This design comes from an exercise in tuning for small area on the open sky130 flow, not from production work.
In this exercise RTL edits were held to simulation tests only and were not proved equivalent to the original.
Power and IR drop assume default switching activity.

==> flow/design.v <==
module events_to_apb (
  input   logic         clk,
  input   logic         reset,
  input   logic         event_a_i,
  input   logic         event_b_i,
  input   logic         event_c_i,
  output  logic         apb_psel_o,
  output  logic         apb_penable_o,
  output  logic [31:0]  apb_paddr_o,
  output  logic         apb_pwrite_o,
  output  logic [31:0]  apb_pwdata_o,
  input   logic         apb_pready_i
);
  localparam CNT_W = 16;
  logic [1:0] src_q;
  logic acc_q;
  logic a_pending, b_pending, c_pending;
  logic [CNT_W-1:0] a_events, b_events, c_events;
  logic [CNT_W-1:0] wdata;
  wire busy  = src_q[1] | src_q[0];
  wire sa = src_q[1] & src_q[0];
  wire sb = ~src_q[1] & src_q[0];
  wire sc = src_q[1] & ~src_q[0];
  wire idle  = ~busy;
  wire take_a = event_a_i;
  wire take_b = ~event_a_i & event_b_i;
  wire take_c = ~event_a_i & ~event_b_i & event_c_i;
  wire any_ev = event_a_i | event_b_i | event_c_i;
  wire tr_a = take_a | (~any_ev & a_pending);
  wire tr_b = take_b | (~any_ev & ~a_pending & b_pending);
  wire tr_c = take_c | (~any_ev & ~a_pending & ~b_pending & c_pending);
  wire set_a = sa & ~acc_q;
  wire set_b = sb & ~acc_q;
  wire set_c = sc & ~acc_q;
  wire za = reset | set_a;
  wire zb = reset | set_b;
  wire zc = reset | set_c;
  wire ia = ~reset & take_a;
  wire ib = ~reset & take_b;
  wire ic = ~reset & take_c;
  logic [CNT_W-1:0] ta, tb, tc;
  logic [CNT_W-1:0] na, nb, nc;
  always_comb begin
    ta[0] = ia;
    tb[0] = ib;
    tc[0] = ic;
    for (int k = 1; k < CNT_W; k++) begin
      ta[k] = ta[k-1] & a_events[k-1];
      tb[k] = tb[k-1] & b_events[k-1];
      tc[k] = tc[k-1] & c_events[k-1];
    end
    na[0] = za ? ia : (a_events[0] ^ ia);
    nb[0] = zb ? ib : (b_events[0] ^ ib);
    nc[0] = zc ? ic : (c_events[0] ^ ic);
    for (int k = 1; k < CNT_W; k++) begin
      na[k] = ~za & (a_events[k] ^ ta[k]);
      nb[k] = ~zb & (b_events[k] ^ tb[k]);
      nc[k] = ~zc & (c_events[k] ^ tc[k]);
    end
  end
  wire la    = ~reset & set_a;
  wire lb    = ~reset & set_b;
  wire lc    = ~reset & set_c;
  wire hold  = ~reset & ~(set_a | set_b | set_c);
  wire [CNT_W-1:0] nw = ({CNT_W{la}} & a_events) | ({CNT_W{lb}} & b_events) |
                        ({CNT_W{lc}} & c_events) | ({CNT_W{hold}} & wdata);
  always_ff @(posedge clk) begin
    a_events <= na;
    b_events <= nb;
    c_events <= nc;
    wdata    <= nw;
  end
  wire done = acc_q & apb_pready_i;
  always_ff @(posedge clk) begin
    if (reset) begin
      src_q <= 2'b00;
      acc_q <= 1'b0;
    end else if (idle) begin
      src_q <= tr_a ? 2'b11 : tr_b ? 2'b01 : tr_c ? 2'b10 : 2'b00;
    end else if (done) begin
      src_q <= 2'b00;
      acc_q <= 1'b0;
    end else begin
      acc_q <= 1'b1;
    end
  end
  always_ff @(posedge clk) begin
    if (reset) begin
      a_pending <= 1'b0;
      b_pending <= 1'b0;
      c_pending <= 1'b0;
    end else begin
      a_pending <= (a_pending & ~set_a) | (busy & take_a);
      b_pending <= (b_pending & ~set_b) | (busy & take_b);
      c_pending <= (c_pending & ~set_c) | (busy & take_c);
    end
  end
  assign apb_psel_o    = busy;
  assign apb_penable_o = acc_q;
  assign apb_pwrite_o  = acc_q;
  assign apb_pwdata_o  = {{(32-CNT_W){1'b0}}, wdata};
  always_comb begin
    if (!acc_q)
      apb_paddr_o = 32'h0;
    else if (sa)
      apb_paddr_o = 32'habba0000;
    else if (sb)
      apb_paddr_o = 32'hbaff0000;
    else
      apb_paddr_o = 32'hcafe0000;
  end
endmodule
==> flow/config.mk <==
export PLATFORM = sky130hd
export DESIGN_NAME = events_to_apb
export DESIGN_NICKNAME = events_to_apb
export VERILOG_FILES = /design/flow/design.v
export SDC_FILE = /design/flow/constraint.sdc
export NUM_CORES = 4
export LEC_CHECK = 0
export CAP_MARGIN = 20
export CORE_MARGIN = 2
export CORE_UTILIZATION = 70
export SLEW_MARGIN = 20
==> flow/constraint.sdc <==
create_clock -name core_clock -period 5.0 [get_ports {clk}]
set_input_delay 1.0000 -clock core_clock [delete_from_list [all_inputs] [get_ports {clk}]]
set_output_delay 1.0000 -clock core_clock [all_outputs]
set_load 0.01 [all_outputs]
standard.sh (not shown) runs the stock make flow with config.mk's settings and CLKGATE_MAP_FILE= SYNTH_SCRIPT=/design/flow/synth_recipe.tcl, a recipe that flattens the netlist after the stock synthesis.
==> flow/flow/run.sh <==
#!/bin/bash
# Layout flow: the standard ORFS flow (standard.sh) with
#  - synthesis through synth_recipe.tcl, but with an area-oriented ABC script,
#    no xor2/xnor2 cells in ABC's mapping, and no yosys full/half-adder
#    extraction (ADDER_MAP_FILE empty), so ABC maps the counters;
#  - sky130_fd_sc_hd__buf_1 as the port buffer cell;
#  - a clock tree of clkbuf_4 cells, without dummy load cells;
#  - one tie cell for the constant outputs (no tie fanout repair).
# Each tool's log stays in orfs/logs/; make's own output goes to flow_make.log.
set -euo pipefail
W=$(pwd)
export OWN_WORK="$W"
export OWN_ABC_SCRIPT="$W/flow/abc_area.script"
export OWN_ABC_DONTUSE="sky130_fd_sc_hd__xor2_1 sky130_fd_sc_hd__xnor2_1"
export BUFFER_PORTS_ARGS="-buffer_cell sky130_fd_sc_hd__buf_1"
export CTS_ARGS="-sink_clustering_enable -repair_clock_nets -dont_use_dummy_load -buf_list {sky130_fd_sc_hd__clkbuf_4} -root_buf sky130_fd_sc_hd__clkbuf_4 -sink_clustering_size 30 -sink_clustering_max_diameter 100"
export SKIP_REPAIR_TIE_FANOUT=1
bash standard.sh SYNTH_SCRIPT="$W/flow/own_synth.tcl" ADDER_MAP_FILE= finish > "$W/flow_make.log" 2>&1
==> flow/flow/abc_area.script <==
&get -n
&st
&dch -f
&nf -R 1000 -p
&put
topo
==> flow/flow/own_synth.tcl <==
# The standard synthesis (synth_recipe.tcl, unchanged), except for the
# ABC mapping step: it reads an area-oriented ABC script and may leave out
# some more cells (OWN_ABC_DONTUSE). Flip-flops are mapped before ABC runs,
# so the registers are the standard synthesis's.
proc abc {args} {
  set i [lsearch -exact $args -script]
  if {$i >= 0} {
    set args [lreplace $args [expr {$i + 1}] [expr {$i + 1}] $::env(OWN_ABC_SCRIPT)]
  }
  if {[info exists ::env(OWN_ABC_DONTUSE)]} {
    foreach c $::env(OWN_ABC_DONTUSE) { lappend args -dont_use $c }
  }
  yosys abc {*}$args
}
source $::env(OWN_WORK)/synth_recipe.tcl
The first run finished with timing, DRC and antenna clean.
Edit:
Settings changed: CORE_UTILIZATION 70 to 75.
Result: First-iteration DRC count is higher by 12%. Critical path depth is lower by 1. Total power stays flat. Clock skew hardly moves. Design area is about the same. Setup slack is worse by 0.059 ns. Clock-buffer cell count is unchanged. Fmax is lower by 1.6%.
Edit:
==> flow/flow/run.sh (replaced) <==
#!/bin/bash
# Layout flow: the standard ORFS flow with
#  - synthesis through synth_recipe.tcl with an area-oriented ABC script,
#  - sky130_fd_sc_hd__buf_1 as the port buffer cell,
#  - a clock tree built from clkbuf_4 cells, without dummy load cells.
# Each tool's log stays in orfs/logs/; make's own output goes to flow_make.log.
set -euo pipefail
W=$(pwd)
export OWN_WORK="$W"
export OWN_ABC_SCRIPT="$W/flow/abc_area.script"
export BUFFER_PORTS_ARGS="-buffer_cell sky130_fd_sc_hd__buf_1"
export CTS_ARGS="-sink_clustering_enable -repair_clock_nets -dont_use_dummy_load -buf_list {sky130_fd_sc_hd__clkbuf_4} -root_buf sky130_fd_sc_hd__clkbuf_4 -sink_clustering_size 30 -sink_clustering_max_diameter 100"
export SKIP_REPAIR_TIE_FANOUT=1
bash standard.sh SYNTH_SCRIPT="$W/flow/own_synth.tcl" ADDER_MAP_FILE= finish > "$W/flow_make.log" 2>&1
==> flow/flow/own_synth.tcl (replaced) <==
# The standard synthesis (synth_recipe.tcl, unchanged), except that the
# ABC mapping step reads an area-oriented ABC script. Flip-flops are mapped
# before ABC runs, so the registers are the standard synthesis's.
proc abc {args} {
  set i [lsearch -exact $args -script]
  if {$i >= 0} {
    set args [lreplace $args [expr {$i + 1}] [expr {$i + 1}] $::env(OWN_ABC_SCRIPT)]
  }
  yosys abc {*}$args
}
source $::env(OWN_WORK)/synth_recipe.tcl
Settings changed: CORE_UTILIZATION 75 to 65.
Outcome: Worst setup slack gets better by 0.086 ns. Routed wire length went down by 4.6%. Final area went up by 0.82%. Flip-flop and latch count does not change. Worst hold slack barely changes. Via count went down by 3.4%. Sequential share of layout area went down by 0.39 points.
Edit:
Settings changed: CORE_UTILIZATION 65 to 80.
Effect:
- The changed run went through all stages and came out clean
- global-route usage came out higher by 7.1 points
- critical path depth is unchanged
- wire length grows by about 4%
- clock-buffer cell count does not change
- clock power rose by about 2%
- die area drops by 18%

---

// events_to_apb: RTL as listed in full above, without the edits since
export LEC_CHECK = 0
export CAP_MARGIN = 20
export CORE_MARGIN = 2
export CORE_UTILIZATION = 80
export GPL_TIMING_DRIVEN = 0
export SLEW_MARGIN = 20
create_clock -name core_clock -period 5.0 [get_ports {clk}]
==> flow/flow/run.sh <==
#!/bin/bash
# Layout flow: the standard ORFS flow with
#  - synthesis through synth_recipe.tcl with an area-oriented ABC script,
#  - sky130_fd_sc_hd__buf_1 as the port buffer cell,
#  - a clock tree built from clkbuf_4 cells, without dummy load cells.
# Each tool's log stays in orfs/logs/; make's own output goes to flow_make.log.
set -euo pipefail
W=$(pwd)
export OWN_WORK="$W"
export OWN_ABC_SCRIPT="$W/flow/abc_area.script"
export BUFFER_PORTS_ARGS="-buffer_cell sky130_fd_sc_hd__buf_1"
export CTS_ARGS="-sink_clustering_enable -repair_clock_nets -dont_use_dummy_load -buf_list {sky130_fd_sc_hd__clkbuf_4} -root_buf sky130_fd_sc_hd__clkbuf_4 -sink_clustering_size 30 -sink_clustering_max_diameter 100"
export SKIP_REPAIR_TIE_FANOUT=1
bash standard.sh SYNTH_SCRIPT="$W/flow/own_synth.tcl" ADDER_MAP_FILE= finish > "$W/flow_make.log" 2>&1
==> flow/flow/own_synth.tcl <==
# The standard synthesis (synth_recipe.tcl, unchanged), except that the
# ABC mapping step reads an area-oriented ABC script. Flip-flops are mapped
# before ABC runs, so the registers are the standard synthesis's.
proc abc {args} {
  set i [lsearch -exact $args -script]
  if {$i >= 0} {
    set args [lreplace $args [expr {$i + 1}] [expr {$i + 1}] $::env(OWN_ABC_SCRIPT)]
  }
  yosys abc {*}$args
}
source $::env(OWN_WORK)/synth_recipe.tcl
Scripts as last shown in full above: flow/flow/abc_area.script
The first run completed without violations.
Edit:
--- a/flow/config.mk
+++ b/flow/config.mk
@@ -8,5 +8,5 @@
 export CAP_MARGIN = 20
 export CORE_MARGIN = 2
-export CORE_UTILIZATION = 80
+export CORE_UTILIZATION = 65
 export GPL_TIMING_DRIVEN = 0
 export SLEW_MARGIN = 20
Final area is about the same.
Final cell count rises by 0.92%.
Area after synthesis stays the same.
Sequential cell count does not change.
Routed wire length decreases by 11%.
Total power decreases by 0.45%.
Clock skew barely changes.
Sequential share of layout area is lower by 0.12 points.
Via count falls by 7.0%.

---

Another version of the RTL of events_to_apb (not shown whole).
Size: roughly 460 cells after synthesis, about 71 flip-flops, about 73 I/O pins.
clock: 5.0 ns
lec_check: 0
cap_margin: 20
core_margin: 2
core_utilization: 40
slew_margin: 20
==> flow/flow/run.sh <==
#!/bin/bash
set -euo pipefail
export BUFFER_PORTS_ARGS="-buffer_cell sky130_fd_sc_hd__buf_1"
export CTS_ARGS="-sink_clustering_enable -repair_clock_nets -dont_use_dummy_load -buf_list {sky130_fd_sc_hd__clkbuf_2 sky130_fd_sc_hd__clkbuf_4} -root_buf sky130_fd_sc_hd__clkbuf_4 -sink_clustering_size 20 -sink_clustering_max_diameter 60"
bash standard.sh finish > flow_make.log 2>&1
Rerun with:
==> flow/run.sh (new file) <==
#!/bin/bash
# synth_recipe.tcl (not shown) runs the flow's synth.tcl, then flattens the netlist and writes it again
# the make line also repeats each setting of config.mk as NAME=value (left out here)
make -C /OpenROAD-flow-scripts/flow DESIGN_CONFIG=/design/flow/config.mk WORK_HOME=/design/flow/orfs CLKGATE_MAP_FILE= SYNTH_SCRIPT=/design/flow/synth_recipe.tcl finish
removed: flow/flow/run.sh
removed: flow/standard.sh
Non-clock buffer count rises by 1.
Global-route usage rises by 0.45 points.
Via count is about the same.
Die area stays the same.
Rerun with:
==> flow/flow/run.sh (new file) <==
#!/bin/bash
set -euo pipefail
export BUFFER_PORTS_ARGS="-buffer_cell sky130_fd_sc_hd__buf_1"
export CTS_ARGS="-sink_clustering_enable -repair_clock_nets -dont_use_dummy_load -buf_list {sky130_fd_sc_hd__clkbuf_4} -root_buf sky130_fd_sc_hd__clkbuf_4 -sink_clustering_size 30 -sink_clustering_max_diameter 100"
bash standard.sh finish > flow_make.log 2>&1
==> flow/standard.sh (new file) <==
#!/bin/bash
# synth_recipe.tcl (not shown) runs the flow's synth.tcl, then flattens the netlist and writes it again
# the make line also repeats each setting of config.mk as NAME=value (left out here)
make -C /OpenROAD-flow-scripts/flow DESIGN_CONFIG=/design/flow/config.mk WORK_HOME=/design/flow/orfs CLKGATE_MAP_FILE= SYNTH_SCRIPT=/design/flow/synth_recipe.tcl "${@:-finish}"
removed: flow/run.sh
Result: Global-route usage drops by 0.45 points; setup slack gains 0.043 ns; core utilization is lower by 4.0 points; register-to-register slack gets worse by 0.15 ns; power drops by about a fifth; clock skew rises by 0.021 ns; synthesized area stays the same; clock-buffer cell count falls by 6; final cell count fell slightly; combinational power falls by about a fifth.
Rerun with:
==> flow/flow/run.sh (replaced) <==
#!/bin/bash
# Standard ORFS layout with small port buffers and a clock tree without
# dummy load cells. Synthesis is the standard synthesis, unchanged.
set -euo pipefail
export BUFFER_PORTS_ARGS="-buffer_cell sky130_fd_sc_hd__buf_1"
export CTS_ARGS="-sink_clustering_enable -repair_clock_nets -dont_use_dummy_load"
bash standard.sh finish > flow_make.log 2>&1
Effect: Via count falls slightly. Area after synthesis stays the same. Sequential share of layout area falls by 0.56 points. Total power rises by roughly a tenth. Global-route usage does not change.

---

events_to_apb, a different RTL version from the one above (not shown whole).
For scale: about 470 cells after synthesis, about 71 flip-flops, ~3800 um^2 of cells after synthesis.
clock: 5.0 ns
lec_check: 0
abc_area: 1
cap_margin: 20
core_margin: 2
core_utilization: 40
slew_margin: 20
==> flow/flow/run.sh <==
#!/bin/bash
set -euo pipefail
export BUFFER_PORTS_ARGS="-buffer_cell sky130_fd_sc_hd__buf_1"
export CTS_ARGS="-sink_clustering_enable -repair_clock_nets -dont_use_dummy_load -buf_list {sky130_fd_sc_hd__clkbuf_4} -root_buf sky130_fd_sc_hd__clkbuf_4 -sink_clustering_size 30 -sink_clustering_max_diameter 100"
bash standard.sh finish > flow_make.log 2>&1
The first run finished with timing, DRC and antenna clean.
Next try:
ABC_AREA = default   (was 1)
Effect:
- die area falls by 9.7%
- cell count is lower by 26%
- worst setup slack is worse by 0.24 ns
Next try:
--- a/flow/flow/run.sh
+++ b/flow/flow/run.sh
@@ -1,0 +2,5 @@
+# Layout flow: the standard ORFS flow with
+#  - synthesis through synth_recipe.tcl with an area-oriented ABC script,
+#  - sky130_fd_sc_hd__buf_1 as the port buffer cell,
+#  - a clock tree built from clkbuf_4 cells, without dummy load cells.
+# Each tool's log stays in orfs/logs/; make's own output goes to flow_make.log.
@@ -2,0 +8,3 @@
+W=$(pwd)
+export OWN_WORK="$W"
+export OWN_ABC_SCRIPT="$W/flow/abc_area.script"
@@ -5 +13 @@
-bash standard.sh finish > flow_make.log 2>&1
+bash standard.sh SYNTH_SCRIPT="$W/flow/own_synth.tcl" finish > "$W/flow_make.log" 2>&1
==> flow/flow/abc_area.script (new file) <==
&get -n
&st
&syn2
&dch -f
&nf -R 1000
&put
topo
==> flow/flow/own_synth.tcl (new file) <==
# The standard synthesis (synth_recipe.tcl, unchanged), except that the
# ABC mapping step reads an area-oriented ABC script. Flip-flops are mapped
# before ABC runs, so the registers are the standard synthesis's.
proc abc {args} {
  set i [lsearch -exact $args -script]
  if {$i >= 0} {
    set args [lreplace $args [expr {$i + 1}] [expr {$i + 1}] $::env(OWN_ABC_SCRIPT)]
  }
  yosys abc {*}$args
}
source $::env(OWN_WORK)/synth_recipe.tcl
The new run produced a clean layout.
Sequential power fell by about 0.7%.
Cell count falls by 0.44%.
Routed wire length grows by 1.1%.

-- re-timing with driven ports --
The results above use ideal ports. As a check the final layouts listed here were re-extracted and re-timed, cells and wires unchanged.
Step 1 sets driving cells, clkbuf_16 on the clock port and buf_2 on the other inputs (assumed; they add their load-dependent delay and slew).
Step 2 times the ports against the registers' clock, not the clock port: input delays grow and output delays shrink by t, the midpoint of the rising clock arrivals with the driver on.
Slacks: ideal ports / drivers / drivers and shift; pairs: ideal ports / drivers.
| run | t (ns) | slack for setup (ns) | hold WS [ns] | worst setup path at the end | pins driven straight from the clock port |
|---|---|---|---|---|---|
| the first run of note 1 | 0.422 | 1.254 / 1.258 / 0.836 | 0.437 / 0.437 / 0.437 | input to register | 1 |
| the second run of note 1 | 0.417 | 1.194 / 1.194 / 0.777 | 0.439 / 0.439 / 0.439 | input to register | 1 |
| the third run of note 1 | 0.396 | 1.280 / 1.281 / 0.884 | 0.438 / 0.438 / 0.438 | input to register | 1 |
| the fourth run of note 1 | 0.434 | 1.207 / 1.212 / 0.778 | 0.436 / 0.436 / 0.436 | input to register | 1 |
| the first run of note 2 | 0.418 | 1.025 / 1.027 / 0.608 | 0.440 / 0.440 / 0.440 | input to register | 1 |
| the second run of note 2 | 0.430 | 1.218 / 1.216 / 0.786 | 0.437 / 0.437 / 0.437 | input to register | 1 |
| the first run of note 3 | 0.419 | 1.915 / 1.915 / 1.915 | 0.463 / 0.463 / 0.463 | register to register | 1 |
| the second run of note 3 | 0.372 | 1.872 / 1.882 / 1.510 | 0.454 / 0.454 / 0.454 | input to register | 1 |
| the third run of note 3 | 0.419 | 1.915 / 1.915 / 1.915 | 0.463 / 0.463 / 0.463 | register to register | 1 |
| the fourth run of note 3 | 0.363 | 1.914 / 1.914 / 1.914 | 0.458 / 0.458 / 0.458 | register to register | 1 |
| the first run of note 4 | 0.419 | 0.920 / 0.920 / 0.501 | 0.539 / 0.539 / 0.539 | input to register | 1 |
| the second run of note 4 | 0.417 | 0.683 / 0.683 / 0.266 | 0.477 / 0.477 / 0.477 | input to register | 1 |
| the third run of note 4 | 0.415 | 0.823 / 0.829 / 0.414 | 0.447 / 0.447 / 0.447 | input to register | 1 |
After both steps setup and hold are still met in every run listed. The setup slack of the second run of note 2, which loses most, moves by -0.002 ns with the drivers and by -0.432 ns with both steps.
